Background: an optimization exercise with open tools, aiming at a short achievable clock period and few clock cycles. Do not read the settings as production practice.
The RTL was checked by simulation tests, not by an equivalence proof against the original design.
Power and IR drop assume default switching activity.

==> design/flow/design.v <==
module top (
	input clk,     
	input rst_n,   
	output wire [31:0] imem_addr,
	input  wire [31:0] imem_rdata,
	output wire [31:0] dmem_addr,
	output wire [31:0] dmem_wdata,
	output wire        dmem_we,
	input  wire [31:0] dmem_rdata
);
reg  [29:0] pcF;                  
reg  [29:0] pcO;                  
reg  [31:0] irD;
reg  [29:0] pcD;
reg         predD;
reg         vD;
reg  [31:0] s1D, s2D;             
reg  [31:0] sxD;                  
reg  [4:0]  rxD;                  
reg         bzD;                  
reg         zpD;                  
reg  [31:0] aE, bE, sE;           
reg  [29:0] altE;
reg  [4:0]  rdE;
reg         wrE, lmE, brE, stE, ldE, eldE, mulE, predE;
reg         addE, subE, andE, orE, sltE, oneE;
reg  [2:0]  fa, ha, ga;           
reg  [2:0]  fb, hb, gb, kb;       
reg  [2:0]  fs;                   
reg  [31:0] resM, resMx;           
reg  [4:0]  rdM;
reg         wrM, ldM, mulM;
reg  [191:0] mulv;                
reg  [31:0] daddrM, dwdataM;
reg         dweM;
reg  [31:0] resW, resWx;           
reg  [4:0]  rdW;
reg         wrW;
reg  [31:0] rf [1:31];
reg  [31:1] zf;                   
reg  [31:1] of;                   
wire [31:0] insF = imem_rdata;
wire [29:0] pc1F;
wire [21:0] hiP1F, hiM1F;
wire [31:0] s1F, s2F;
pc_inc     u_pcinc (.pc(pcF), .pc1(pc1F), .hip1(hiP1F), .him1(hiM1F));
dec5       u_dec1  (.a(insF[19:15]), .y(s1F));
dec5       u_dec2  (.a(insF[24:20]), .y(s2F));
wire        r1zF = insF[19:15] == 5'd0;
wire        r2zF = insF[24:20] == 5'd0;
wire [4:0]  rxF  = r2zF ? insF[19:15] : insF[24:20];
wire        bzF  = (insF[6:0] == 7'b1100011) & (r1zF | r2zF);
wire [31:0] sxF;
dec5       u_decx  (.a(rxF), .y(sxF));
wire        zdD;                
wire        predF, cF, cO;
wire [7:0]  tloF, eloF, tloO, eloO;
wire        pc1c = &pcF[7:0];
fetch_pred u_fpred (.ins(insF), .zd(zdD), .rd(irD[11:7]), .pred(predF));
fetch_tgt  u_ftF (.ins(insF), .pclo(pcF[7:0]), .pc1lo(pc1F[7:0]), .stall(stallD),
                  .c(cF), .tlo(tloF), .elo(eloF));
fetch_tgt  u_ftO (.ins(insF), .pclo(pcF[7:0]), .pc1lo(pc1F[7:0]), .stall(stallD),
                  .c(cO), .tlo(tloO), .elo(eloO));
wire [21:0] t1F, t0F, nphF, t1O, t0O, nphO, ctF, ctO;
hi_prep u_hpF (.sgn(insF[31]), .stall(stallD), .pc1c(pc1c), .hi(pcF[29:8]),
               .hip1(hiP1F), .him1(hiM1F), .t1(t1F), .t0(t0F), .nph(nphF));
hi_prep u_hpO (.sgn(insF[31]), .stall(stallD), .pc1c(pc1c), .hi(pcF[29:8]),
               .hip1(hiP1F), .him1(hiM1F), .t1(t1O), .t0(t0O), .nph(nphO));
mux2w #(.W(22)) u_cF (.s(cF), .a(t1F), .b(t0F), .y(ctF));
mux2w #(.W(22)) u_cO (.s(cO), .a(t1O), .b(t0O), .y(ctO));
assign imem_addr = {pcO, 2'b00};
wire [6:0] opD  = irD[6:0];
wire [4:0] rdD  = irD[11:7];
wire [2:0] f3D  = irD[14:12];
wire [4:0] rs1D = irD[19:15];
wire [4:0] rs2D = irD[24:20];
wire [6:0] f7D  = irD[31:25];
wire ldD  = opD == 7'b0000011;
wire stD  = opD == 7'b0100011;
wire rD   = opD == 7'b0110011;
wire iD   = opD == 7'b0010011;
wire brD  = opD == 7'b1100011;
wire jalD = opD == 7'b1101111;
wire aluD = rD | iD;
wire wrD = (ldD | aluD | jalD) & (rdD != 5'd0);
wire u1D = ldD | stD | aluD | brD;
wire u2D = stD | rD | brD;
wire immUseD = ldD | stD | iD | jalD;
wire eldD = ldD & (rs1D == 5'd0) & ~stE & ~ldE;
wire nldD = ldD & ~eldD;
wire f3_0 = f3D == 3'b000;
wire subD = rD & f3_0 & f7D[5];
wire mulD = rD & f3_0 & ~f7D[5] & f7D[0];
wire addD = (iD & f3_0) | (rD & f3_0 & ~f7D[5] & ~f7D[0]) | nldD | stD | jalD;
wire sltD = aluD & (f3D == 3'b010);
wire orD  = aluD & (f3D == 3'b110);
wire andD = aluD & (f3D == 3'b111);
wire oneD = aluD & ~f3_0 & (f3D != 3'b010) & (f3D != 3'b110) & (f3D != 3'b111);
wire [31:0] immID = {{20{irD[31]}}, irD[31:20]};
wire [31:0] immSD = {{20{irD[31]}}, irD[31:25], irD[11:7]};
wire [29:0] immBD = {{20{irD[31]}}, irD[7], irD[30:25], irD[11:9]};
wire [29:0] immJD = {{12{irD[31]}}, irD[19:12], irD[20], irD[30:22]};
wire [29:0] pc1D  = pcD + 30'd1;
wire [31:0] immD  = jalD ? {pc1D, 2'b00} : stD ? immSD : immID;
wire [29:0] altD  = predD ? pc1D : pcD + immBD;
wire [29:0] tgtD  = pcD + immJD;
wire [32*32-1:0] rf_flat;
wire [31:0] rfr1, rfr2;
rf_read u_rd1 (.sel(s1D), .rf_flat(rf_flat), .y(rfr1));
rf_read u_rd2 (.sel(s2D), .rf_flat(rf_flat), .y(rfr2));
wire byp1 = wrW & (rdW == rs1D);
wire byp2 = wrW & (rdW == rs2D);
wire [31:0] rf1 = byp1 ? resWx : rfr1;
wire [31:0] rf2 = byp2 ? resWx : rfr2;
genvar g;
generate
	assign rf_flat[31:0] = 32'd0;
	for (g = 1; g < 32; g = g + 1) begin : rff
		assign rf_flat[32*g +: 32] = rf[g];
	end
endgenerate
wire        zfF = s1F[0] | (|(s1F[31:1] & zf));
wire        ofF = |(s1F[31:1] & of);
wire        im0F = insF[31:20] == 12'h000;
wire        im1F = insF[31:20] == 12'hfff;
wire        zsF = (im0F & zfF) | (im1F & ofF);
wire        hzF = (vD & wrD & (rdD == insF[19:15])) | (wrE & (rdE == insF[19:15])) |
                  (wrM & (rdM == insF[19:15])) | (wrW & (rdW == insF[19:15]));
assign zdD = vD & iD & f3_0 & wrD & zpD;
wire stallD = vD & lmE & ((u1D & (rs1D == rdE)) | (u2D & (rs2D == rdE)));
wire [2:0] fa_n, ha_n, ga_n, fb_n, hb_n, gb_n, kb_n, fs_n;
src_sel u_sfa (.use_(u1D), .rs(rs1D), .wrE(wrE), .rdE(rdE), .wrM(wrM), .rdM(rdM), .sel(fa_n));
src_sel u_sha (.use_(u1D), .rs(rs1D), .wrE(wrE), .rdE(rdE), .wrM(wrM), .rdM(rdM), .sel(ha_n));
src_sel u_sga (.use_(u1D), .rs(rs1D), .wrE(wrE), .rdE(rdE), .wrM(wrM), .rdM(rdM), .sel(ga_n));
src_sel u_sfb (.use_(u2D & ~immUseD), .rs(rs2D), .wrE(wrE), .rdE(rdE), .wrM(wrM), .rdM(rdM), .sel(fb_n));
src_sel u_shb (.use_(u2D & ~immUseD), .rs(rs2D), .wrE(wrE), .rdE(rdE), .wrM(wrM), .rdM(rdM), .sel(hb_n));
src_sel u_sgb (.use_(u2D & ~immUseD), .rs(rs2D), .wrE(wrE), .rdE(rdE), .wrM(wrM), .rdM(rdM), .sel(gb_n));
src_sel u_skb (.use_(u2D & ~immUseD), .rs(rs2D), .wrE(wrE), .rdE(rdE), .wrM(wrM), .rdM(rdM), .sel(kb_n));
src_sel u_sfs (.use_(stD), .rs(rs2D), .wrE(wrE), .rdE(rdE), .wrM(wrM), .rdM(rdM), .sel(fs_n));
wire [31:0] A, Ah, Am, B, Bh, S;
fwd3 u_fa  (.sm(fa[0]), .sw(fa[1]), .s0(fa[2]), .vm(resM), .vw(resW), .v0(aE), .y(A));
fwd3 u_fah (.sm(ha[0]), .sw(ha[1]), .s0(ha[2]), .vm(resMx), .vw(resWx), .v0(aE), .y(Ah));
fwd3 u_fam (.sm(ga[0]), .sw(ga[1]), .s0(ga[2]), .vm(resMx), .vw(resWx), .v0(aE), .y(Am));
fwd3 u_fb  (.sm(fb[0]), .sw(fb[1]), .s0(fb[2]), .vm(resM), .vw(resW), .v0(bE), .y(B));
fwd3 u_fbh (.sm(hb[0]), .sw(hb[1]), .s0(hb[2]), .vm(resMx), .vw(resWx), .v0(bE), .y(Bh));
fwd3 u_fs  (.sm(fs[0]), .sw(fs[1]), .s0(fs[2]), .vm(resMx), .vw(resWx), .v0(sE), .y(S));
wire [31:0] resE, sumE;
wire        zresE;
wire [31:0] aluE;
wire        zaluE;
alu_core u_alu (.a(A), .b(B), .ah(Ah), .bh(Bh),
                .op_add(addE), .op_sub(subE), .op_and(andE), .op_or(orE),
                .op_slt(sltE), .op_one(oneE),
                .res(aluE), .sum(sumE), .zero(zaluE));
wire [31:0] resEx;
res_or u_ro  (.alu(aluE), .ld(eldE), .rdata(dmem_rdata), .y(resE));
res_or u_rox (.alu(aluE), .ld(eldE), .rdata(dmem_rdata), .y(resEx));
wire [31:0] Aa, Ba, addrE;
wire        unused_ca;
fwd3 u_faa (.sm(fa[0]), .sw(fa[1]), .s0(fa[2]), .vm(resMx), .vw(resWx), .v0(aE), .y(Aa));
fwd3 u_fba (.sm(fb[0]), .sw(fb[1]), .s0(fb[2]), .vm(resMx), .vw(resWx), .v0(bE), .y(Ba));
ks_add32 u_addr (.a(Aa), .b(Ba), .cin(1'b0), .s(addrE), .cout(unused_ca));
assign zresE = zaluE;
wire unkE = sltE | lmE | eldE;
wire eqE    = Ah == Bh;
wire redirE = brE & (eqE != predE);
wire [31:0] Bml, Bmh;
wire [47:0] encl, ench;
fwd3 u_fbml (.sm(gb[0]), .sw(gb[1]), .s0(gb[2]), .vm(resMx), .vw(resWx), .v0(bE), .y(Bml));
fwd3 u_fbmh (.sm(kb[0]), .sw(kb[1]), .s0(kb[2]), .vm(resMx), .vw(resWx), .v0(bE), .y(Bmh));
booth_enc u_encl (.b(Bml), .e(encl));
booth_enc u_ench (.b(Bmh), .e(ench));
wire [191:0] mulvE;
mul_part1 u_mul1 (.a(Am), .el(encl), .eh(ench), .v(mulvE));
wire [31:0] mulres;
mul_part2 u_mul2 (.v(mulv), .p(mulres));
wire [31:0] resWn, resWxn;
w_sel u_ws  (.mul(mulM), .mulres(mulres), .ld(ldM), .rdata(dmem_rdata), .res(resMx), .y(resWn));
w_sel u_wsx (.mul(mulM), .mulres(mulres), .ld(ldM), .rdata(dmem_rdata), .res(resMx), .y(resWxn));
wire fromE = wrE & (rdE == rxD);
wire fromM = wrM & (rdM == rxD);
wire fromW = wrW & (rdW == rxD);
wire zresM, zW;
zero32 u_zm  (.x(resMx), .z(zresM));
zero32 u_zw  (.x(resWx), .z(zW));
wire oW;
zero32 u_ow  (.x(resWx ^ 32'd1), .z(oW));
wire zfx    = sxD[0] | (|(sxD[31:1] & zf));
wire zWd;
zero32 u_zwd (.x(resWx), .z(zWd));
wire zOth   = fromM ? zresM : fromW ? zWd : zfx;
wire unkM   = fromM & (mulM | ldM);
wire unkD   = fromE ? unkE : unkM;
wire resolvD = vD & bzD & ~unkD;
wire redirBD;
wire bzsE   = vD & bzD & fromE & ~unkE;
wire bzearly = vD & bzD & ~fromE & ~unkM & (zOth ^ predD);
late_sel u_rbd (.s(bzsE), .late(zresE ^ predD), .early(bzearly), .y(redirBD));
wire redirJD = vD & jalD & ~predD;
wire redirD  = redirBD | redirJD;
wire takeX, takeF1, takeF2, takeO1, takeO2;
wire [29:0] npcF, npcO;
wire [29:0] xpc = redirE ? altE : jalD ? tgtD : altD;
wire tk_early = bzearly | redirJD;
take_calc u_tk  (.brE(brE), .eqE(eqE), .predE(predE), .bzsE(bzsE), .zE(zresE), .predD(predD),
                 .early(tk_early), .take(takeX));
take_calc u_tkf1 (.brE(brE), .eqE(eqE), .predE(predE), .bzsE(bzsE), .zE(zresE), .predD(predD),
                  .early(tk_early), .take(takeF1));
take_calc u_tkf2 (.brE(brE), .eqE(eqE), .predE(predE), .bzsE(bzsE), .zE(zresE), .predD(predD),
                  .early(tk_early), .take(takeF2));
take_calc u_tko1 (.brE(brE), .eqE(eqE), .predE(predE), .bzsE(bzsE), .zE(zresE), .predD(predD),
                  .early(tk_early), .take(takeO1));
take_calc u_tko2 (.brE(brE), .eqE(eqE), .predE(predE), .bzsE(bzsE), .zE(zresE), .predD(predD),
                  .early(tk_early), .take(takeO2));
wire [29:0] othF, othO;
wire [29:0] ordF = {nphF, eloF};
wire [29:0] ordO = {nphO, eloO};
mux2w #(.W(15)) u_othF1 (.s(takeF1), .a(xpc[14:0]),  .b(ordF[14:0]),  .y(othF[14:0]));
mux2w #(.W(15)) u_othF2 (.s(takeF2), .a(xpc[29:15]), .b(ordF[29:15]), .y(othF[29:15]));
mux2w #(.W(15)) u_othO1 (.s(takeO1), .a(xpc[14:0]),  .b(ordO[14:0]),  .y(othO[14:0]));
mux2w #(.W(15)) u_othO2 (.s(takeO2), .a(xpc[29:15]), .b(ordO[29:15]), .y(othO[29:15]));
wire tpF1, tpF2, tpO1, tpO2;
pred_tp u_tpF1 (.ins(insF), .stall(stallD), .zd(zdD), .rd(irD[11:7]), .take(takeF1), .tp(tpF1));
pred_tp u_tpF2 (.ins(insF), .stall(stallD), .zd(zdD), .rd(irD[11:7]), .take(takeF2), .tp(tpF2));
pred_tp u_tpO1 (.ins(insF), .stall(stallD), .zd(zdD), .rd(irD[11:7]), .take(takeO1), .tp(tpO1));
pred_tp u_tpO2 (.ins(insF), .stall(stallD), .zd(zdD), .rd(irD[11:7]), .take(takeO2), .tp(tpO2));
wire [29:0] tgtF = {ctF, tloF};
wire [29:0] tgtO = {ctO, tloO};
mux2w #(.W(15)) u_nF1 (.s(tpF1), .a(tgtF[14:0]),  .b(othF[14:0]),  .y(npcF[14:0]));
mux2w #(.W(15)) u_nF2 (.s(tpF2), .a(tgtF[29:15]), .b(othF[29:15]), .y(npcF[29:15]));
mux2w #(.W(15)) u_nO1 (.s(tpO1), .a(tgtO[14:0]),  .b(othO[14:0]),  .y(npcO[14:0]));
mux2w #(.W(15)) u_nO2 (.s(tpO2), .a(tgtO[29:15]), .b(othO[29:15]), .y(npcO[29:15]));
wire killD = ~vD | stallD | redirE;
always @(posedge clk or negedge rst_n) begin
	if (~rst_n) begin
		pcF <= 30'd0;
		pcO <= 30'd0;
		vD  <= 1'b0;
	end else begin
		pcF <= npcF;
		pcO <= npcO;
		vD  <= ~takeX & (vD | ~stallD);
	end
end
always @(posedge clk) begin
	if (~stallD) begin
		irD   <= insF;
		pcD   <= pcF;
		predD <= predF;
		s1D   <= s1F;
		s2D   <= s2F;
		sxD   <= sxF;
		rxD   <= rxF;
		bzD   <= bzF;
		zpD   <= zsF & ~hzF;
	end
end
always @(posedge clk or negedge rst_n) begin
	if (~rst_n) begin
		wrE <= 1'b0; lmE <= 1'b0; brE <= 1'b0; stE <= 1'b0;
		ldE <= 1'b0; eldE <= 1'b0; mulE <= 1'b0;
	end else begin
		wrE  <= wrD & ~killD;
		lmE  <= (nldD | mulD) & wrD & ~killD;
		brE  <= brD & ~resolvD & ~killD;
		stE  <= stD & ~killD;
		ldE  <= nldD & ~killD;
		eldE <= eldD & ~killD;
		mulE <= mulD & ~killD;
	end
end
always @(posedge clk) begin
	aE <= jalD ? 32'd0 : rf1;
	bE <= immUseD ? immD : rf2;
	sE <= rf2;
	altE <= altD;
	rdE <= rdD;
	predE <= predD;
	addE <= addD; subE <= subD; andE <= andD; orE <= orD;
	sltE <= sltD; oneE <= oneD;
	fa <= fa_n; ha <= ha_n; ga <= ga_n;
	fb <= fb_n; hb <= hb_n; gb <= gb_n; kb <= kb_n;
	fs <= fs_n;
end
always @(posedge clk or negedge rst_n) begin
	if (~rst_n) begin
		wrM <= 1'b0; ldM <= 1'b0; mulM <= 1'b0; dweM <= 1'b0;
		wrW <= 1'b0;
	end else begin
		wrM  <= wrE;
		ldM  <= ldE;
		mulM <= mulE;
		dweM <= stE;
		wrW  <= wrM;
	end
end
always @(posedge clk) begin
	resM  <= resE;
	resMx <= resEx;
	rdM  <= rdE;
	mulv <= mulvE;
	daddrM  <= eldD ? immID : addrE;
	dwdataM <= S;
	resW  <= resWn;
	resWx <= resWxn;
	rdW  <= rdM;
end
integer i;
always @(posedge clk or negedge rst_n) begin
	if (~rst_n) begin
		for (i = 1; i < 32; i = i + 1) rf[i] <= 32'd0;
		zf <= {31{1'b1}};
		of <= {31{1'b0}};
	end else if (wrW) begin
		rf[rdW] <= resWx;
		zf[rdW] <= zW;
		of[rdW] <= oW;
	end
end
assign dmem_addr  = daddrM;
assign dmem_wdata = dwdataM;
assign dmem_we    = dweM;
endmodule
module ks_pg (
	input  [31:0] a,
	input  [31:0] b,
	input         cin,
	output [31:0] g,
	output [31:0] p,      
	output [31:0] h       
);
wire [31:0] ab;
xorv #(.W(32)) u_h (.a(a), .b(b), .y(h));
andv #(.W(32)) u_g (.a(a), .b(b), .y(ab));
assign g = {ab[31:1], ab[0] | (h[0] & cin)};
assign p = {h[31:1], 1'b0};
endmodule
module xorv #(
	parameter W = 1
) (
	input  [W-1:0] a,
	input  [W-1:0] b,
	output [W-1:0] y
);
assign y = a ^ b;
endmodule
module andv #(
	parameter W = 1
) (
	input  [W-1:0] a,
	input  [W-1:0] b,
	output [W-1:0] y
);
assign y = a & b;
endmodule
module ks_lvl #(
	parameter D = 1
) (
	input  [31:0] gi,
	input  [31:0] pi,
	output [31:0] go,
	output [31:0] po
);
assign go = {gi[31:D] | (pi[31:D] & gi[31-D:0]), gi[D-1:0]};
assign po = {pi[31:D] & pi[31-D:0], pi[D-1:0]};
endmodule
module ks_sum (
	input  [31:0] h,
	input  [31:0] g,      
	input         cin,
	output [31:0] s,
	output        cout
);
assign s = h ^ {g[30:0], cin};
assign cout = g[31];
endmodule
module ks_add32 (
	input  [31:0] a,
	input  [31:0] b,
	input         cin,
	output [31:0] s,
	output        cout
);
wire [31:0] g0, p0, h, g1, p1, g2, p2, g3, p3, g4, p4, g5, p5;
ks_pg            u0 (.a(a), .b(b), .cin(cin), .g(g0), .p(p0), .h(h));
ks_lvl #(.D(1))  u1 (.gi(g0), .pi(p0), .go(g1), .po(p1));
ks_lvl #(.D(2))  u2 (.gi(g1), .pi(p1), .go(g2), .po(p2));
ks_lvl #(.D(4))  u3 (.gi(g2), .pi(p2), .go(g3), .po(p3));
ks_lvl #(.D(8))  u4 (.gi(g3), .pi(p3), .go(g4), .po(p4));
ks_lvl #(.D(16)) u5 (.gi(g4), .pi(p4), .go(g5), .po(p5));
ks_sum           u6 (.h(h), .g(g5), .cin(cin), .s(s), .cout(cout));
endmodule
module ks_add8 (
	input  [7:0] a,
	input  [7:0] b,
	output [7:0] s,
	output       cout
);
wire [7:0] h = a ^ b;
wire [7:0] g0 = a & b;
wire [7:0] p0 = {h[7:1], 1'b0};
wire [7:0] g1, p1, g2, p2, g3, p3;
ks_lvl8 #(.D(1)) u1 (.gi(g0), .pi(p0), .go(g1), .po(p1));
ks_lvl8 #(.D(2)) u2 (.gi(g1), .pi(p1), .go(g2), .po(p2));
ks_lvl8 #(.D(4)) u3 (.gi(g2), .pi(p2), .go(g3), .po(p3));
assign s = h ^ {g3[6:0], 1'b0};
assign cout = g3[7];
endmodule
module ks_lvl8 #(
	parameter D = 1
) (
	input  [7:0] gi,
	input  [7:0] pi,
	output [7:0] go,
	output [7:0] po
);
assign go = {gi[7:D] | (pi[7:D] & gi[7-D:0]), gi[D-1:0]};
assign po = {pi[7:D] & pi[7-D:0], pi[D-1:0]};
endmodule
module pc_inc (
	input  [29:0] pc,
	output [29:0] pc1,        
	output [21:0] hip1,       
	output [21:0] him1        
);
assign pc1  = pc + 30'd1;
assign hip1 = pc[29:8] + 22'd1;
assign him1 = pc[29:8] - 22'd1;
endmodule
module fetch_tgt (
	input  [31:0] ins,
	input  [7:0]  pclo,
	input  [7:0]  pc1lo,      
	input         stall,
	output        c,          
	output [7:0]  tlo,        
	output [7:0]  elo         
);
wire [7:0] sJ, sB;
wire       cJ, cB;
ks_add8 u_aj (.a(pclo), .b(ins[29:22]), .s(sJ), .cout(cJ));
ks_add8 u_ab (.a(pclo), .b({ins[29:25], ins[11:9]}), .s(sB), .cout(cB));
assign c   = ins[2] ? cJ : cB;
assign tlo = ins[2] ? sJ : sB;
assign elo = stall ? pclo : pc1lo;
endmodule
module fetch_pred (
	input  [31:0] ins,
	input         zd,         
	input  [4:0]  rd,
	output        pred
);
wire isjal = ins[6:0] == 7'b1101111;
wire isbr  = ins[6:0] == 7'b1100011;
wire sgn   = ins[31];
wire smallJ = (ins[30] == sgn) & (ins[20] == sgn) & (ins[19:12] == {8{sgn}});
wire smallB = (ins[30] == sgn) & (ins[7] == sgn);
wire zt;
zcmp u_zt (.rs1(ins[19:15]), .rs2(ins[24:20]), .rd(rd), .zd(zd), .y(zt));
assign pred = (isjal & smallJ) | (isbr & smallB & ((ins[19:15] == ins[24:20]) | sgn | zt));
endmodule
module pred_tp (
	input  [31:0] ins,
	input         stall,
	input         zd,
	input  [4:0]  rd,
	input         take,       
	output        tp
);
wire isjal = ins[6:0] == 7'b1101111;
wire isbr  = ins[6:0] == 7'b1100011;
wire j1, j0, b1, b0;      
andall #(.N(10)) u_j1 (.x({ins[30], ins[20], ins[19:12]}), .y(j1));
andall #(.N(10)) u_j0 (.x(~{ins[30], ins[20], ins[19:12]}), .y(j0));
andall #(.N(2))  u_b1 (.x({ins[30], ins[7]}), .y(b1));
andall #(.N(2))  u_b0 (.x(~{ins[30], ins[7]}), .y(b0));
wire p1 = ~stall & ((isjal & j1) | (isbr & b1));
wire eq, zt, p0;
eq5 u_eq (.a(ins[19:15]), .b(ins[24:20]), .y(eq));
zcmp u_zt (.rs1(ins[19:15]), .rs2(ins[24:20]), .rd(rd), .zd(zd), .y(zt));
ao21 u_p0 (.a(~stall & isbr & b0), .b(eq | zt), .c(~stall & isjal & j0), .y(p0));
wire p;
mux2w #(.W(1)) u_p (.s(ins[31]), .a(p1), .b(p0), .y(p));
andn2 u_tp (.a(p), .b(take), .y(tp));
endmodule
module allsame #(
	parameter N = 2
) (
	input  [N-1:0] x,
	input          s,
	output         y
);
wire [N-1:0] e;
xnorv #(.W(N)) u_e (.a(x), .b({N{s}}), .y(e));
andall #(.N(N)) u_a (.x(e), .y(y));
endmodule
module xnorv #(
	parameter W = 1
) (
	input  [W-1:0] a,
	input  [W-1:0] b,
	output [W-1:0] y
);
assign y = ~(a ^ b);
endmodule
module andall #(
	parameter N = 2
) (
	input  [N-1:0] x,
	output         y
);
assign y = &x;
endmodule
module andn2 (
	input  a,
	input  b,
	output y
);
assign y = a & ~b;
endmodule
module zcmp (
	input  [4:0] rs1,
	input  [4:0] rs2,
	input  [4:0] rd,
	input        zd,
	output       y
);
wire [9:0] e;
xnorv #(.W(10)) u_e (.a({rs1, rs2}), .b({rd, 5'd0}), .y(e));
andall #(.N(11)) u_a (.x({e, zd}), .y(y));
endmodule
module eq5 (
	input  [4:0] a,
	input  [4:0] b,
	output       y
);
wire [4:0] e;
xnorv #(.W(5)) u_e (.a(a), .b(b), .y(e));
andall #(.N(5)) u_a (.x(e), .y(y));
endmodule
module ao21 (
	input  a,
	input  b,
	input  c,
	output y
);
assign y = (a & b) | c;
endmodule
module hi_prep (
	input         sgn,
	input         stall,
	input         pc1c,       
	input  [21:0] hi,
	input  [21:0] hip1,
	input  [21:0] him1,
	output [21:0] t1,
	output [21:0] t0,
	output [21:0] nph
);
assign nph = (~stall & pc1c) ? hip1 : hi;
assign t1  = sgn ? hi : hip1;
assign t0  = sgn ? him1 : hi;
endmodule
module mux2w #(
	parameter W = 1
) (
	input          s,
	input  [W-1:0] a,
	input  [W-1:0] b,
	output [W-1:0] y
);
assign y = s ? a : b;
endmodule
module pc_next (
	input         take,
	input  [29:0] xpc,
	input  [29:0] fpc,
	output [29:0] npc
);
assign npc = take ? xpc : fpc;
endmodule
module rf_read (
	input  [31:0]      sel,
	input  [32*32-1:0] rf_flat,
	output [31:0]      y
);
reg [31:0] acc;
integer i;
always @(*) begin
	acc = 32'd0;
	for (i = 0; i < 32; i = i + 1)
		acc = acc | ({32{sel[i]}} & rf_flat[32*i +: 32]);
end
assign y = acc;
endmodule
module dec5 (
	input  [4:0]  a,
	output [31:0] y
);
assign y = 32'd1 << a;
endmodule
module fwd3 #(
	parameter W = 32
) (
	input          sm, sw, s0,
	input  [W-1:0] vm, vw, v0,
	output [W-1:0] y
);
wire [W-1:0] nm, nw, n0;
nand2v #(.W(W)) u_m (.a({W{sm}}), .b(vm), .y(nm));
nand2v #(.W(W)) u_w (.a({W{sw}}), .b(vw), .y(nw));
nand2v #(.W(W)) u_0 (.a({W{s0}}), .b(v0), .y(n0));
nand3v #(.W(W)) u_y (.a(nm), .b(nw), .c(n0), .y(y));
endmodule
module nand2v #(
	parameter W = 1
) (
	input  [W-1:0] a,
	input  [W-1:0] b,
	output [W-1:0] y
);
assign y = ~(a & b);
endmodule
module nand3v #(
	parameter W = 1
) (
	input  [W-1:0] a,
	input  [W-1:0] b,
	input  [W-1:0] c,
	output [W-1:0] y
);
assign y = ~(a & b & c);
endmodule
module late_sel (
	input  s,
	input  late,
	input  early,
	output y
);
assign y = s ? late : early;
endmodule
module src_sel (
	input        use_,
	input  [4:0] rs,
	input        wrE,
	input  [4:0] rdE,
	input        wrM,
	input  [4:0] rdM,
	output [2:0] sel
);
wire m = use_ & wrE & (rdE == rs);
wire w = use_ & wrM & (rdM == rs) & ~m;
assign sel = {~m & ~w, w, m};
endmodule
module take_calc (
	input  brE, eqE, predE,
	input  bzsE, zE, predD,
	input  early,
	output take
);
assign take = (brE & (eqE ^ predE)) | (bzsE ? (zE ^ predD) : early);
endmodule
module res_or (
	input  [31:0] alu,
	input         ld,
	input  [31:0] rdata,
	output [31:0] y
);
assign y = alu | ({32{ld}} & rdata);
endmodule
module w_sel (
	input         mul,
	input  [31:0] mulres,
	input         ld,
	input  [31:0] rdata,
	input  [31:0] res,
	output [31:0] y
);
assign y = mul ? mulres : ld ? rdata : res;
endmodule
module csa_level #(
	parameter N_IN = 3
) (
	input  [32*N_IN-1:0] din,
	output [32*(N_IN-N_IN/3)-1:0] dout
);
localparam G = N_IN / 3;
localparam R = N_IN - 3*G;
genvar g;
generate
	for (g = 0; g < G; g = g + 1) begin : grp
		wire [31:0] x = din[32*(3*g)   +: 32];
		wire [31:0] y = din[32*(3*g+1) +: 32];
		wire [31:0] z = din[32*(3*g+2) +: 32];
		wire [31:0] t, s, m;
		xorv #(.W(32)) u_t (.a(x), .b(y), .y(t));
		xorv #(.W(32)) u_s (.a(t), .b(z), .y(s));
		csa_carry      u_m (.x(x), .y(y), .t(t), .z(z), .m(m));
		assign dout[32*(2*g)   +: 32] = s;
		assign dout[32*(2*g+1) +: 32] = {m[30:0], 1'b0};
	end
	for (g = 0; g < R; g = g + 1) begin : rest
		assign dout[32*(2*G+g) +: 32] = din[32*(3*G+g) +: 32];
	end
endgenerate
endmodule
module csa_carry (
	input  [31:0] x,
	input  [31:0] y,
	input  [31:0] t,
	input  [31:0] z,
	output [31:0] m
);
assign m = (x & y) | (t & z);
endmodule
module alu_core (
	input  [31:0] a,              
	input  [31:0] b,
	input  [31:0] ah,             
	input  [31:0] bh,
	input         op_add, op_sub, op_and, op_or, op_slt, op_one,
	output [31:0] res,
	output [31:0] sum,
	output        zero
);
wire [31:0] diff;
wire        nborrow, unused;
ks_add32 u_add (.a(a), .b(b), .cin(1'b0), .s(sum), .cout(unused));
ks_add32 u_sub (.a(ah), .b(~bh), .cin(1'b1), .s(diff), .cout(nborrow));
assign res = ({32{op_add}} & sum)
           | ({32{op_sub}} & diff)
           | ({32{op_and}} & (ah & bh))
           | ({32{op_or}}  & (ah | bh))
           | {31'd0, (op_slt & ~nborrow) | op_one};
wire zadd = (ah ^ bh) == {ah[30:0] | bh[30:0], 1'b0};
assign zero = (op_add & zadd) | (op_sub & (ah == bh)) | (op_and & ((ah & bh) == 32'd0))
            | (op_or & ((ah | bh) == 32'd0));
endmodule
module zero_sum (
	input  [31:0] a,
	input  [31:0] b,
	output        z
);
assign z = (a ^ b) == {a[30:0] | b[30:0], 1'b0};
endmodule
module zero32 (
	input  [31:0] x,
	output        z
);
assign z = x == 32'd0;
endmodule
module booth_enc (
	input  [31:0] b,
	output [47:0] e
);
wire [32:0] bx = {b, 1'b0};
genvar k;
generate
	for (k = 0; k < 16; k = k + 1) begin : dg
		wire x2 = bx[2*k+2];
		wire x1 = bx[2*k+1];
		wire x0 = bx[2*k];
		assign e[k]      = x1 ^ x0;
		assign e[16 + k] = (x2 & ~x1 & ~x0) | (~x2 & x1 & x0);
		assign e[32 + k] = x2 & ~(x1 & x0);
	end
endgenerate
endmodule
module mul_part1 (
	input  [31:0]  a,
	input  [47:0]  el,
	input  [47:0]  eh,
	output [191:0] v
);
wire [32*17-1:0] pp;
wire [31:0] a2 = {a[30:0], 1'b0};
genvar k;
generate
	for (k = 0; k < 16; k = k + 1) begin : ppg
		wire [31:0] one = {{16{eh[k]}}, {16{el[k]}}};
		wire [31:0] two = {{16{eh[16 + k]}}, {16{el[16 + k]}}};
		wire [31:0] neg = {{16{eh[32 + k]}}, {16{el[32 + k]}}};
		wire [31:0] mag = (one & a) | (two & a2);
		wire [31:0] p   = mag ^ neg;
		assign pp[32*k +: 32] = p << (2*k);
	end
endgenerate
wire [31:0] corr;
generate
	for (k = 0; k < 16; k = k + 1) begin : cg
		assign corr[2*k]   = el[32 + k];
		assign corr[2*k+1] = 1'b0;
	end
endgenerate
assign pp[32*16 +: 32] = corr;
wire [32*12-1:0] l1;
wire [32*8-1:0]  l2;
csa_level #(.N_IN(17)) c1 (.din(pp), .dout(l1));
csa_level #(.N_IN(12)) c2 (.din(l1), .dout(l2));
csa_level #(.N_IN(8))  c3 (.din(l2), .dout(v));
endmodule
module mul_part2 (
	input  [191:0] v,
	output [31:0]  p
);
wire [32*4-1:0] m1;
wire [32*3-1:0] m2;
wire [32*2-1:0] m3;
wire unused;
csa_level #(.N_IN(6)) c4 (.din(v), .dout(m1));
csa_level #(.N_IN(4)) c5 (.din(m1), .dout(m2));
csa_level #(.N_IN(3)) c6 (.din(m2), .dout(m3));
ks_add32 u_add (.a(m3[31:0]), .b(m3[63:32]), .cin(1'b0), .s(p), .cout(unused));
endmodule
==> design/flow/flow/run.sh <==
#!/bin/bash
# The standard layout (standard.sh) with three changes to how it is made:
# the port buffers are buf_8 cells; after placement each output port's buffer
# is moved next to the flip-flop driving it (the long wire to the pin is then
# driven by the buffer); and the setup repair aims for slack beyond the clock
# period so that the achieved period shrinks.
set -euo pipefail
ARGS=(SETUP_SLACK_MARGIN=9.45 "BUFFER_PORTS_ARGS=-buffer_cell sky130_fd_sc_hd__buf_8")
bash standard.sh "${ARGS[@]}" place > standard_place.log 2>&1
RES_DIR=orfs/results/sky130hd/top/base openroad -no_init -exit flow/move_run.tcl > move_outbuf.log 2>&1
bash standard.sh "${ARGS[@]}" > standard_finish.log 2>&1
==> design/flow/flow/move_outbuf.tcl <==
# Move each output port's buffer next to the flip-flop that drives it, then
# legalize: the long wire to the pin is then driven by the buffer.
set block [ord::get_db_block]
set n 0
foreach term [$block getBTerms] {
  if { [$term getIoType] != "OUTPUT" } { continue }
  set net [$term getNet]
  foreach it [$net getITerms] {
    if { ![$it isOutputSignal] } { continue }
    set buf [$it getInst]
    foreach bit [$buf getITerms] {
      if { ![$bit isInputSignal] } { continue }
      set inet [$bit getNet]
      if { $inet == "NULL" } { continue }
      foreach dit [$inet getITerms] {
        if { ![$dit isOutputSignal] } { continue }
        set drv [$dit getInst]
        set loc [$drv getLocation]
        $buf setLocation [lindex $loc 0] [lindex $loc 1]
        incr n
      }
    }
  }
}
puts "moved $n output buffers"
==> design/flow/flow/move_run.tcl <==
# after placement: move each output port's buffer next to the flip-flop
# that drives it (see move_outbuf.tcl), legalize, and write the placement back
set r $::env(RES_DIR)
read_db $r/3_place.odb
source [file dirname [info script]]/move_outbuf.tcl
detailed_placement
check_placement
write_db $r/3_place.odb
==> design/flow/standard.sh <==
#!/bin/bash
# synth_recipe.tcl (not shown) runs the flow's synth.tcl, then flattens the netlist and writes it again
# the make line also repeats each setting of config.mk as NAME=value (left out here)
make -C /OpenROAD-flow-scripts/flow DESIGN_CONFIG=/design/flow/config.mk WORK_HOME=/design/flow/orfs CLKGATE_MAP_FILE= SYNTH_SCRIPT=/design/flow/synth_recipe.tcl "${@:-finish}"
==> design/flow/config.mk <==
export PLATFORM = sky130hd
export DESIGN_NAME = top
export DESIGN_NICKNAME = top
export VERILOG_FILES = /design/flow/design.v
export SDC_FILE = /design/flow/constraint.sdc
export NUM_CORES = 8
export LEC_CHECK = 0
export CAP_MARGIN = 20
export CORE_MARGIN = 2
export CORE_UTILIZATION = 51
export CTS_CLUSTER_DIAMETER = 150
export CTS_CLUSTER_SIZE = 20
export PLACE_DENSITY = 0.67
export SLEW_MARGIN = 20
export SYNTH_HIERARCHICAL = 1
==> design/flow/constraint.sdc <==
create_clock -name core_clock -period 13.0 [get_ports {clk}]
set_input_delay 2.6000 -clock core_clock [delete_from_list [all_inputs] [get_ports {clk}]]
set_output_delay 2.6000 -clock core_clock [all_outputs]
set_load 0.01 [all_outputs]
==> results of run 1 <==
-- cell usage in the layout, fill, tap and decap left out, types with 55 or more instances in the layout --
cell / count
buf_4: 567
or4_1: 64
mux2_2: 1133
nor2_1: 238
nand3_1: 289
nand4_1: 349
a22o_1: 461
xor2_2: 195
and2_1: 534
inv_1: 104
clkbuf_16: 120
mux2_4: 300
ha_4: 73
nand3_2: 67
buf_8: 174
dfxtp_2: 147
a21oi_1: 66
dfxtp_1: 374
nor2_4: 58
clkbuf_1: 56
conb_1: 580
xnor2_1: 460
o21ai_0: 83
nand2_1: 1151
edfxtp_1: 166
ha_1: 90
mux2i_1: 111
buf_12: 55
dfrtp_1: 1093
xor2_1: 1205
a21o_1: 658
buf_6: 84
a22oi_1: 1274
nor4_1: 72
-- registers in the layout, summed over array words and instances (netlist names), 31 cells and up --
name and flops:
mulv 192, bE 32, rf 992, s1D 32, resMx 32, sE 32
sxD 32, daddrM 32, dwdataM 32, resW 32, of 31, aE 32
resWx 32, s2D 32, zf 31, irD 32, resM 32
-- timing repair --
action	in CTS	in global routing
gates cloned	29	22
setup buffers	267	219
hold buffers	0	0
gates resized for setup	956	546
hold endpoints to repair	0	0
pin swaps	242	338
setup endpoints to repair	1106	541
-- metal layers --
| layer | GRT usage | vias to the layer above |
|---|---|---|
| met5 | 0.00722 | - |
| met4 | 0.261 | 66 |
| met1 | 0.490 | 55897 |
| met2 | 0.588 | 7081 |
| li1 | - | 46865 |
| met3 | 0.134 | 1833 |
-- power by group through the flow --
| stage | Combinational (uW) | Clock, uW | Sequential (uW) |
|---|---|---|---|
| 2_1_floorplan | 10400 | 0 | 6580 |
| 3_3_place_gp | 13000 | 0 | 6770 |
| 3_5_place_dp | 13100 | 0 | 6780 |
| 4_1_cts | 17400 | 3630 | 6660 |
| 5_1_grt | 20900 | 3830 | 6740 |
| 6_report | 20100 | 3620 | 6700 |
-- critical path, cell delays in order (launching register included) --
cell	delay, ps
dfxtp_4	420
buf_4	140
buf_16	150
nand2_1	90
nand3_2	140
inv_2	80
ha_4	270
xor2_1	160
nand4_1	130
nor4_2	330
nand4_1	190
nand3_4	230
buf_6	130
buf_6	100
xor2_1	60
a221o_1	380
buf_12	170
nor2b_4	240
buf_12	190
mux2_4	310
-- worst paths after layout --
check	start	to	slack, ps	cells after the start
max	hb[1]$_DFF_P_	pcF[0]$_DFF_PN0_	8960	19
max in group asynchronous	rst_n	ldM$_DFF_PN0_	9690	3
min reg2reg	mulE$_DFF_PN0_	mulM$_DFF_PN0_	360	0
max reg2reg	hb[1]$_DFF_P_	pcF[0]$_DFF_PN0_	8960	19
min	mulE$_DFF_PN0_	mulM$_DFF_PN0_	360	0
min in group asynchronous	rst_n	rf[17][17]$_DFFE_PN0P_	1720	1
-- area by class of cell --
cell class              count  area, um2
flip-flops and latches   1849      44700
inverters                 145        573
clock inverters             9        188
diodes                     53        133
clock buffers             159       2790
well taps                3348       4190
fillers                 21109     103000
repair buffers            943      10600
multi-input cells       10423      84800
-- metrics by stage --
stage          std cells  setup slack [ps]  hold slack [ps]  power (uW)  instance area (um2)
6_report           16929              8960              358       30400               148000
5_1_grt            16897              8940              379       31500               148000
4_1_cts            16635              8940              358       27700               143000
3_5_place_dp       16171              7530              338       19900               132000
3_3_place_gp       16170              7600              334       19800               132000
2_1_floorplan      13584              8120              331       16900               131000
==> results.tsv, run 1 <==
metric	value	unit
clock net sink count	1849	
vias in the first global route	106287	
crit path capture type	register	
M1 WL	199000	um
met2 wire length	229000	um
share of cells above drive strength 1	0.271	
first-pass GRT wire length	751000	um
worst slew pin tran	1210	ps
Worst EP arrival	4780	ps
Num CTS Buffers	103	
Worst Path Required	13740	ps
total number of vias	111742	
CTS Buffer Depth	3	
Final Hold Vio Count	0	
DR DRC count	0	
final WL	540000	um
routed len/inst	31.9	um
Pwr per Cell Area	206	nW/um2
status	finished clean	
Initial Utilization	0.512	
VDD IR max	0.934	mV
max cap viols	0	
unrepaired setup endpoints after global routing	true	
part of the power in registers	0.220	
switching share of power	0.450	
Yosys warnings	9	
Cell Area, Synth	129000	um2
port buffer count	160	
routed vias/inst	6.60	
I/O pins	163	
Worst Hold Class	register to register	
DRT Pass-1 Iters	22	
worst-path maximum fanout	8	
H-Tree Level Count	3	
setup violators final	0	
internal power	16700	uW
Core Area	251000	um2
leakage power	0.0721	uW
largest net degree at the start of global routing	181	
antenna-violating nets left	0	
Worst-path clk slew	100	ps
gpl congestion	1.05	
net switching power figure	13700	uW
overall overflow remaining after global route	0	
Iteration-0 DRC Markers	15507	
Final nets	13708	
clock share of power	0.119	
Area Growth Syn to Fin	14.9	%
Setup Skew	81.5	ps
Core Rows	184	
worst-skew pair later-pin latency	870	ps
Final Max Tran Viols	0	
die footprint	256000	um2
Post-Syn Instances	13020	
Overall Global Routing Usage	0.397	
TNS Setup	0	ps
met3 wire len	65800	um
part of the cycle the worst path needs	0.311	
Max Fclk	248	MHz
TritonCTS clock tree	done	
crit start category	register	
Root Buffer	clkbuf_16	
crit path time final	4040	ps
Die H	506	um
Max Used Layer	met5	
Final Util	0.589	
DP Wirelength	353000	um
Die W	506	um
combinational share of power	0.661	
Mapped Avg Cell Area	9.89	um2
max-slew headroom at the worst pin	0.197	
critical path type	register to register	
initial antenna violation count	90	
Testbench counts, summed over its fixed seeds: cycles 19,925.
==> inputs of run 2 (changes only) <==
--- a/design/flow/design.v
+++ b/design/flow/design.v
@@ -162,7 +162,8 @@
 ks_add32 u_addr (.a(Aa), .b(Ba), .cin(1'b0), .s(addrE), .cout(unused_ca));
 assign zresE = zaluE;
 wire unkE = sltE | lmE | eldE;
-wire eqE    = Ah == Bh;
+wire eqE;
+eq_sel u_eqs (.sa(ha), .sb(hb), .m(resMx), .w(resWx), .a0(aE), .b0(bE), .eq(eqE));
 wire redirE = brE & (eqE != predE);
 wire [31:0] Bml, Bmh;
 wire [47:0] encl, ench;
@@ -678,6 +679,35 @@
 );
 assign y = mul ? mulres : ld ? rdata : res;
 endmodule
+module eq_sel (
+	input  [2:0]  sa,
+	input  [2:0]  sb,
+	input  [31:0] m,
+	input  [31:0] w,
+	input  [31:0] a0,
+	input  [31:0] b0,
+	output        eq
+);
+wire mw, mb, wb, am, aw, ab;
+eq32 u_mw (.a(m),  .b(w),  .y(mw));
+eq32 u_mb (.a(m),  .b(b0), .y(mb));
+eq32 u_wb (.a(w),  .b(b0), .y(wb));
+eq32 u_am (.a(a0), .b(m),  .y(am));
+eq32 u_aw (.a(a0), .b(w),  .y(aw));
+eq32 u_ab (.a(a0), .b(b0), .y(ab));
+assign eq = (sa[0] & sb[0]) | (sa[1] & sb[1])
+          | (sa[0] & sb[1] & mw) | (sa[1] & sb[0] & mw)
+          | (sa[0] & sb[2] & mb) | (sa[1] & sb[2] & wb)
+          | (sa[2] & sb[0] & am) | (sa[2] & sb[1] & aw)
+          | (sa[2] & sb[2] & ab);
+endmodule
+module eq32 (
+	input  [31:0] a,
+	input  [31:0] b,
+	output        y
+);
+assign y = a == b;
+endmodule
 module csa_level #(
 	parameter N_IN = 3
 ) (
--- a/design/flow/config.mk
+++ b/design/flow/config.mk
@@ -7,9 +7,9 @@
 export LEC_CHECK = 0
 export CAP_MARGIN = 20
 export CORE_MARGIN = 2
-export CORE_UTILIZATION = 51
+export CORE_UTILIZATION = 48
 export CTS_CLUSTER_DIAMETER = 150
 export CTS_CLUSTER_SIZE = 20
-export PLACE_DENSITY = 0.67
+export PLACE_DENSITY = 0.65
 export SLEW_MARGIN = 20
 export SYNTH_HIERARCHICAL = 1
==> results.tsv, run 2 <==
metric	value	unit
gpl congestion	1.03	
net switching power figure	13800	uW
Yosys warnings	9	
GR peak layer	met2	
Mapped Avg Cell Area	9.85	um2
part of the power in registers	0.220	
H-Tree Level Count	3	
crit path time final	4000	ps
initial antenna violation count	93	
CTS Hold Bufs	0	
VDD IR max	0.742	mV
slowest CP cell	dfrtp_1	
filler instances	23612	
switching share of power	0.451	
Core Area	271000	um2
Die H	526	um
Worst-path clk slew	100	ps
Worst path max stage delay	410	ps
WP buf/inv	1	
Cell Area, Synth	131000	um2
overall overflow remaining after global route	0	
leakage power	0.0741	uW
worst slew pin tran	1380	ps
Num CTS Buffers	102	
internal power	16700	uW
share of cells above drive strength 1	0.267	
max-slew headroom at the worst pin	0.0830	
Max Fclk	250	MHz
first-pass GRT wire length	762000	um
Final nets	14024	
TNS Setup	0	ps
fin area	151000	um2
Storage cell area	44800	um2
final WL	550000	um
Reg with most FFs	rf	
max cap viols	0	
FF-to-FF path depth	18	
crit path capture type	output port	
worst-path maximum fanout	1	
Final Max Tran Viols	0	
Post-Syn Instances	13255	
grt met2 use	0.540	
vias in the first global route	106147	
CTS Buffer Depth	3	
largest net degree at the start of global routing	165	
clock share of power	0.118	
post-route total power	30500	uW
Initial Utilization	0.482	
pre-CTS setup slack	7680	ps
status	finished clean	
Top Registers	rf: 992 flops, mulv: 192 flops	
DR DRC count	0	
WHS Path Cells	0	
DRT Pass-1 Iters	15	
part of the cycle the worst path needs	0.308	
CP Depth	1	
final hold slack	360	ps
combinational share of power	0.662	
unrepaired setup endpoints after global routing	true	
most frequent cells in the layout	xor2_1 (1366), a22oi_1 (1265), nand2_1 (1189)	
I/O pins	163	
worst-skew pair later-pin latency	870	ps
total number of vias	114271	
CP cell instances	buf_8	
fin worst setup slack	9000	ps
area taken by multi-input logic gates	86000	um2
TritonCTS clock tree	done	
Worst EP arrival	1400	ps
Overall Global Routing Usage	0.375	
Core Rows	191	
GR Util met3	0.139	
antenna-violating nets left	0	
Placed Area	135000	um2
commonest non-fill, non-tap cell in the layout	xor2_1	
critical path type	register to output port	
Die W	526	um
routed vias/inst	6.54	
Root Buffer	clkbuf_16	
CP delay by family, top	flip-flops	
setup violators final	0	
GRT met1 Usage	0.462	
Area Growth Syn to Fin	15.9	%
Final Hold Vio Count	0	
crit start category	register	
Worst Hold Class	register to register	
Pwr per Cell Area	201	nW/um2
clock net sink count	1849	
Setup Skew	78.7	ps
port buffer count	160	
die footprint	276000	um2
DP Wirelength	337000	um
routed len/inst	31.5	um
Largest register FFs	992	
Iteration-0 DRC Markers	17395	
Worst Path Required	10400	ps
==> run 2: cell count changes in the layout (fill, tap and decap cells not counted), moves of 31 or more <==
cell | before | now
mux2_4 | 300 | 269
buf_4 | 567 | 599
bufbuf_16 | 9 | 46
nor4_1 | 72 | 122
nand3_1 | 289 | 321
xor2_1 | 1205 | 1366
nand2_1 | 1151 | 1189
dfxtp_4 | 35 | 69
nand3_4 | 43 | 8
==> run 2: through the flow <==
step,instances,utilization
6_report,17465,0.559
5_1_grt,17429,0.558
4_1_cts,17201,0.539
3_5_place_dp,16676,0.498
3_3_place_gp,16676,0.498
2_1_floorplan,13819,-
==> run 2: final cells by class <==
| cell class | instances | share of cell area |
|---|---|---|
| multi-input cells | 10659 | 0.569 |
| flip-flops and latches | 1849 | 0.296 |
| repair buffers | 1027 | 0.0820 |
| well taps | 3570 | 0.0295 |
| clock buffers | 160 | 0.0183 |
| inverters | 142 | 0.00361 |
| clock inverters | 9 | 0.00102 |
| diodes | 49 | 0.000810 |
==> run 2: metal layers <==
layer,up-vias,share of wire
met1,56154,0.37
li1,47900,-
met5,-,0.0014
met4,70,0.090
met3,2277,0.13
met2,7870,0.41
==> run 2: path summary, 6_finish.rpt <==
check / start / endpoint / slack, ps
worst max register to register: hb[1]$_DFF_P_ / pcO[11]$_DFF_PN0_ / 9020
worst min-delay path: ldE$_DFF_PN0_ / ldM$_DFF_PN0_ / 360
min in group asynchronous: rst_n / rf[17][2]$_DFFE_PN0P_ / 1790
worst min register to register: ldE$_DFF_PN0_ / ldM$_DFF_PN0_ / 360
max in group asynchronous: rst_n / rf[14][26]$_DFFE_PN0P_ / 9620
worst max-delay path: pcO[27]$_DFF_PN0_ / imem_addr[29] / 9000
==> run 2: power by group through the flow <==
stage | Clock (uW) | Combinational [uW] | Sequential, uW
after floorplan | 0 | 10400 | 6590
after global routing | 3800 | 21100 | 6740
after detailed placement | 0 | 13200 | 6760
after CTS | 3600 | 16700 | 6650
final | 3590 | 20200 | 6690
after global placement | 0 | 13100 | 6750
==> run 2: what timing repair did <==
action	in CTS	in global routing
setup buffers	292	193
setup endpoints to repair	915	839
gates resized for setup	889	577
pin swaps	236	370
cloned	64	22
Testbench counts of run 2, summed over its fixed seeds: cycles 19,925.
==> inputs of run 3 (changes only) <==
--- a/design/flow/config.mk
+++ b/design/flow/config.mk
@@ -7,7 +7,7 @@
 export LEC_CHECK = 0
 export CAP_MARGIN = 20
 export CORE_MARGIN = 2
-export CORE_UTILIZATION = 48
+export CORE_UTILIZATION = 50
 export CTS_CLUSTER_DIAMETER = 150
 export CTS_CLUSTER_SIZE = 20
 export PLACE_DENSITY = 0.65
==> results.tsv, run 3 <==
metric	value	unit
status	finished clean	
crit path capture type	output port	
worst-skew pair later-pin latency	920	ps
Post-Syn Instances	13255	
unrepaired setup endpoints after global routing	true	
Pwr per Cell Area	207	nW/um2
part of the cycle the worst path needs	0.310	
routed len/inst	32.7	um
initial antenna violation count	86	
CP cell instances	buf_8	
port buffer count	160	
worst-path maximum fanout	1	
critical path type	register to output port	
crit path time final	4030	ps
H-Tree Level Count	3	
slowest CP cell	dfrtp_1	
overall overflow remaining after global route	0	
die footprint	265000	um2
share of cells above drive strength 1	0.271	
Die H	515	um
DP Wirelength	355000	um
Root Buffer	clkbuf_16	
Reg with most FFs	rf	
DR DRC count	0	
Max Fclk	248	MHz
I/O pins	163	
CP delay by family, top	flip-flops	
post-route total power	31300	uW
WP buf/inv	1	
Area Growth Syn to Fin	15.8	%
Final nets	14005	
DRT Pass-1 Iters	14	
setup violators final	0	
Top Registers	rf: 992 flops, mulv: 192 flops	
Worst EP arrival	1430	ps
worst slew pin tran	1220	ps
antenna-violating nets left	0	
Final Max Tran Viols	0	
max-slew headroom at the worst pin	0.184	
TNS Setup	0	ps
Iteration-0 DRC Markers	16256	
Final Hold Vio Count	0	
Worst Hold Class	register to register	
vias in the first global route	109082	
commonest non-fill, non-tap cell in the layout	xor2_1	
Yosys warnings	9	
largest net degree at the start of global routing	189	
crit start category	register	
leakage power	0.0742	uW
clock net sink count	1849	
TritonCTS clock tree	done	
routed vias/inst	6.68	
Initial Utilization	0.503	
final WL	565000	um
Mapped Avg Cell Area	9.85	um2
Worst path max stage delay	410	ps
Core Rows	187	
VDD IR max	1.15	mV
Num CTS Buffers	102	
total number of vias	115570	
Worst Path Required	10400	ps
first-pass GRT wire length	780000	um
most frequent cells in the layout	xor2_1 (1354), a22oi_1 (1260), mux2_2 (1176)	
Largest register FFs	992	
CTS Buffer Depth	3	
Die W	515	um
Core Area	260000	um2
Overall Global Routing Usage	0.401	
Cell Area, Synth	131000	um2
Setup Skew	125	ps
Worst-path clk slew	110	ps
max cap viols	0	
gpl congestion	1.01	
-- run 3: worst reg2reg max path, stage by stage (launching register included) --
cell and delay [ps]:
dfxtp_1 330, clkbuf_8 350, nand2_1 170, nand3_4 110, inv_2 60, ha_4 280, xor2_2 180, nand4_1 200
nor4_2 320, nand4_1 190, nand3_4 250, xor2_1 120, a221o_1 390, buf_12 160, nor2b_4 180, buf_6 130
buf_12 110, mux2_2 330
-- run 3: cell type report --
type | instances | area (um2)
sequential | 1849 | 44700
timing repair buffer | 1010 | 12200
antenna | 62 | 155
clock inverter | 8 | 200
fill | 22001 | 109000
tap | 3402 | 4260
inverter | 142 | 537
clock buffer | 159 | 2770
multi-input combinational | 10657 | 86300
-- run 3: path summary, 6_finish.rpt --
check	from	endpoint	slack (ps)	cells past startpoint
max in group asynchronous	rst_n	rf[26][8]$_DFFE_PN0P_	9680	3
worst max register to register	resMx[13]$_DFF_P_	pcF[0]$_DFF_PN0_	9090	17
min in group asynchronous	rst_n	rf[5][13]$_DFFE_PN0P_	1650	1
worst min register to register	mulE$_DFF_PN0_	mulM$_DFF_PN0_	350	0
worst min-delay path	mulE$_DFF_PN0_	mulM$_DFF_PN0_	350	0
worst max-delay path	pcO[28]$_DFF_PN0_	imem_addr[30]	8970	1
-- run 3: metrics by stage --
stage	worst slack [ps]	hold WS [ps]	std cells	util	area [um2]
6_report	8970	354	17289	0.582	151000
4_1_cts	8940	354	16944	0.558	145000
3_3_place_gp	7670	337	16491	0.518	134000
5_1_grt	8940	358	17242	0.581	151000
2_1_floorplan	8120	331	13819	-	133000
3_5_place_dp	7650	335	16491	0.518	134000
-- run 3: routing by layer --
layer,share of wire,global-route usage,vias up
met5,0.00088,0.00511,-
met4,0.088,0.277,42
met3,0.12,0.128,2322
met2,0.42,0.598,8035
met1,0.36,0.491,57278
li1,-,-,47893
-- run 3: report_power, final --
| group | switching, uW | total (uW) | internal (uW) |
|---|---|---|---|
| Combinational | 11800 | 21000 | 9270 |
| Sequential | 508 | 6680 | 6180 |
| Clock | 2130 | 3620 | 1490 |
-- run 3: timing repair --
action / 4_1_cts / 5_1_grt
hold buffers: 0 / 0
gates cloned: 43 / 29
pin swaps: 208 / 390
setup buffers: 243 / 253
endpoints found under the setup margin: 1045 / 944
resized for setup: 841 / 661
==> inputs of run 4 (changes only) <==
--- a/design/flow/design.v
+++ b/design/flow/design.v
@@ -30,6 +30,7 @@
 reg  [31:0] resM, resMx;           
 reg  [4:0]  rdM;
 reg         wrM, ldM, mulM;
+reg         zMr, zMu;             
 reg  [191:0] mulv;                
 reg  [31:0] daddrM, dwdataM;
 reg         dweM;
@@ -160,7 +161,8 @@
 fwd3 u_faa (.sm(fa[0]), .sw(fa[1]), .s0(fa[2]), .vm(resMx), .vw(resWx), .v0(aE), .y(Aa));
 fwd3 u_fba (.sm(fb[0]), .sw(fb[1]), .s0(fb[2]), .vm(resMx), .vw(resWx), .v0(bE), .y(Ba));
 ks_add32 u_addr (.a(Aa), .b(Ba), .cin(1'b0), .s(addrE), .cout(unused_ca));
-assign zresE = zaluE;
+z_sel u_zs (.sa(ha), .sb(hb), .m(resMx), .w(resWx), .a0(aE), .b0(bE),
+            .op_add(addE), .op_sub(subE), .op_and(andE), .op_or(orE), .z(zresE));
 wire unkE = sltE | lmE | eldE;
 wire eqE;
 eq_sel u_eqs (.sa(ha), .sb(hb), .m(resMx), .w(resWx), .a0(aE), .b0(bE), .eq(eqE));
@@ -181,16 +183,15 @@
 wire fromE = wrE & (rdE == rxD);
 wire fromM = wrM & (rdM == rxD);
 wire fromW = wrW & (rdW == rxD);
-wire zresM, zW;
-zero32 u_zm  (.x(resMx), .z(zresM));
+wire zW;
 zero32 u_zw  (.x(resWx), .z(zW));
 wire oW;
 zero32 u_ow  (.x(resWx ^ 32'd1), .z(oW));
 wire zfx    = sxD[0] | (|(sxD[31:1] & zf));
 wire zWd;
 zero32 u_zwd (.x(resWx), .z(zWd));
-wire zOth   = fromM ? zresM : fromW ? zWd : zfx;
-wire unkM   = fromM & (mulM | ldM);
+wire zOth   = fromM ? zMr : fromW ? zWd : zfx;
+wire unkM   = fromM & zMu;
 wire unkD   = fromE ? unkE : unkM;
 wire resolvD = vD & bzD & ~unkD;
 wire redirBD;
@@ -297,6 +298,8 @@
 end
 always @(posedge clk) begin
 	resM  <= resE;
+	zMr   <= zresE;
+	zMu   <= unkE;
 	resMx <= resEx;
 	rdM  <= rdE;
 	mulv <= mulvE;
@@ -708,6 +711,35 @@
 );
 assign y = a == b;
 endmodule
+module z_sel (
+	input  [2:0]  sa,
+	input  [2:0]  sb,
+	input  [31:0] m,
+	input  [31:0] w,
+	input  [31:0] a0,
+	input  [31:0] b0,
+	input         op_add, op_sub, op_and, op_or,
+	output        z
+);
+wire [95:0] xa = {a0, w, m};
+wire [95:0] xb = {b0, w, m};
+wire [8:0] zp;
+genvar i, j;
+generate
+	for (i = 0; i < 3; i = i + 1) begin : ga
+		for (j = 0; j < 3; j = j + 1) begin : gb
+			wire zs, ze, zn, zo;
+			zero_sum u_s (.a(xa[32*i +: 32]), .b(xb[32*j +: 32]), .z(zs));
+			eq32     u_e (.a(xa[32*i +: 32]), .b(xb[32*j +: 32]), .y(ze));
+			zero32   u_n (.x(xa[32*i +: 32] & xb[32*j +: 32]), .z(zn));
+			zero32   u_o (.x(xa[32*i +: 32] | xb[32*j +: 32]), .z(zo));
+			assign zp[3*i+j] = sa[i] & sb[j] &
+				((op_add & zs) | (op_sub & ze) | (op_and & zn) | (op_or & zo));
+		end
+	end
+endgenerate
+assign z = |zp;
+endmodule
 module csa_level #(
 	parameter N_IN = 3
 ) (
--- a/design/flow/config.mk
+++ b/design/flow/config.mk
@@ -7,7 +7,7 @@
 export LEC_CHECK = 0
 export CAP_MARGIN = 20
 export CORE_MARGIN = 2
-export CORE_UTILIZATION = 50
+export CORE_UTILIZATION = 48
 export CTS_CLUSTER_DIAMETER = 150
 export CTS_CLUSTER_SIZE = 20
 export PLACE_DENSITY = 0.65
==> results.tsv, run 4 <==
metric	value	unit
Yosys warnings	9	
Core Rows	202	
port buffer count	160	
Die H	555	um
Root Buffer	clkbuf_16	
Initial Utilization	0.482	
CTS Buffer Depth	3	
gpl congestion	1.01	
I/O pins	163	
Overall Global Routing Usage	0.446	
Die W	555	um
Run Error	[ERROR GRT-0232] Routing congestion too high. Check the congestion heatmap in the GUI.	
overall overflow remaining after global route	2	
Exit stage	5_1_grt	
Cell Area, Synth	146000	um2
Num CTS Buffers	106	
Post-Syn Instances	15410	
largest net degree at the start of global routing	149	
Mapped Avg Cell Area	9.46	um2
DP Cell Count	19269	
status	stopped before the end	
H-Tree Level Count	3	
DP Wirelength	371000	um
==> run 4: metal layers <==
metal  GRT overflow  global-route usage
met1              2               0.495
met2              0               0.597
met3              0               0.261
met4              0               0.357
met5              0               0.148
==> run 4: through the flow <==
stage / setup slack [ps] / area, um2 / hold slack, ps
2_1_floorplan: 8120 / 148000 / 331
3_3_place_gp: 6920 / 151000 / 331
3_5_place_dp: 6920 / 151000 / 335
4_1_cts: 8700 / 168000 / 354
==> run 4: how the worst min path moves through the flow <==
stage                     slack, ps  cells past startpoint      startpoint             end
after CTS                       350                      0  mulE$_DFF_PN0_  mulM$_DFF_PN0_
after detailed placement        330                      0  mulE$_DFF_PN0_  mulM$_DFF_PN0_
after global placement          330                      0  mulE$_DFF_PN0_  mulM$_DFF_PN0_
after floorplan                 330                      0  mulE$_DFF_PN0_  mulM$_DFF_PN0_
==> run 4: power groups by stage <==
stage / logic [uW] / registers [uW] / clock network [uW]
floorplan: 10400 / 6570 / 0
global placement: 12600 / 6730 / 0
detailed placement: 12600 / 6740 / 0
CTS: 15700 / 6600 / 3750
==> run 4: timing repair <==
action | 4_1_cts
resized for setup | 1102
setup buffers | 707
pin swaps | 231
endpoints found under the setup margin | 992
hold buffers | 0
cloned | 103
endpoints found under the hold margin | 0
Testbench counts of run 4, summed over its fixed seeds: cycles 19,926.

separate check: timing with driven ports:
In the flow no input, the clock included, has a driving cell. The finished layouts below were timed again as built, in two steps.
Step 1: set_driving_cell puts a clkbuf_16 on clk and a buf_2 on each other input, an assumption about the parent block.
Step 2 times the ports against the registers' clock, not the clock port: input delays grow and output delays shrink by t, the midpoint of the rising clock arrivals with the driver on.
a / b / c = ideal / step 1 / step 2; a / b = the first two.
| run | t, ns | setup slack, ns | latest minus earliest clock arrival (ns) | slew at the worst register clock pin (ns) | cell pins on the clock port's net |
|---|---|---|---|---|---|
| run 1 | 0.926 | 8.962 / 8.884 / 8.094 | 0.087 / 0.087 | 0.11 / 0.11 | 1 |
| run 2 | 0.939 | 9.002 / 8.897 / 8.089 | 0.079 / 0.079 | 0.11 / 0.11 | 1 |
| run 3 | 0.956 | 8.974 / 8.871 / 8.023 | 0.133 / 0.133 | 0.11 / 0.11 | 1 |
After both steps setup and hold are still met in every run listed. For run 3, which loses most, drivers alone change the setup slack by -0.103 ns; drivers and shift together by -0.951 ns.
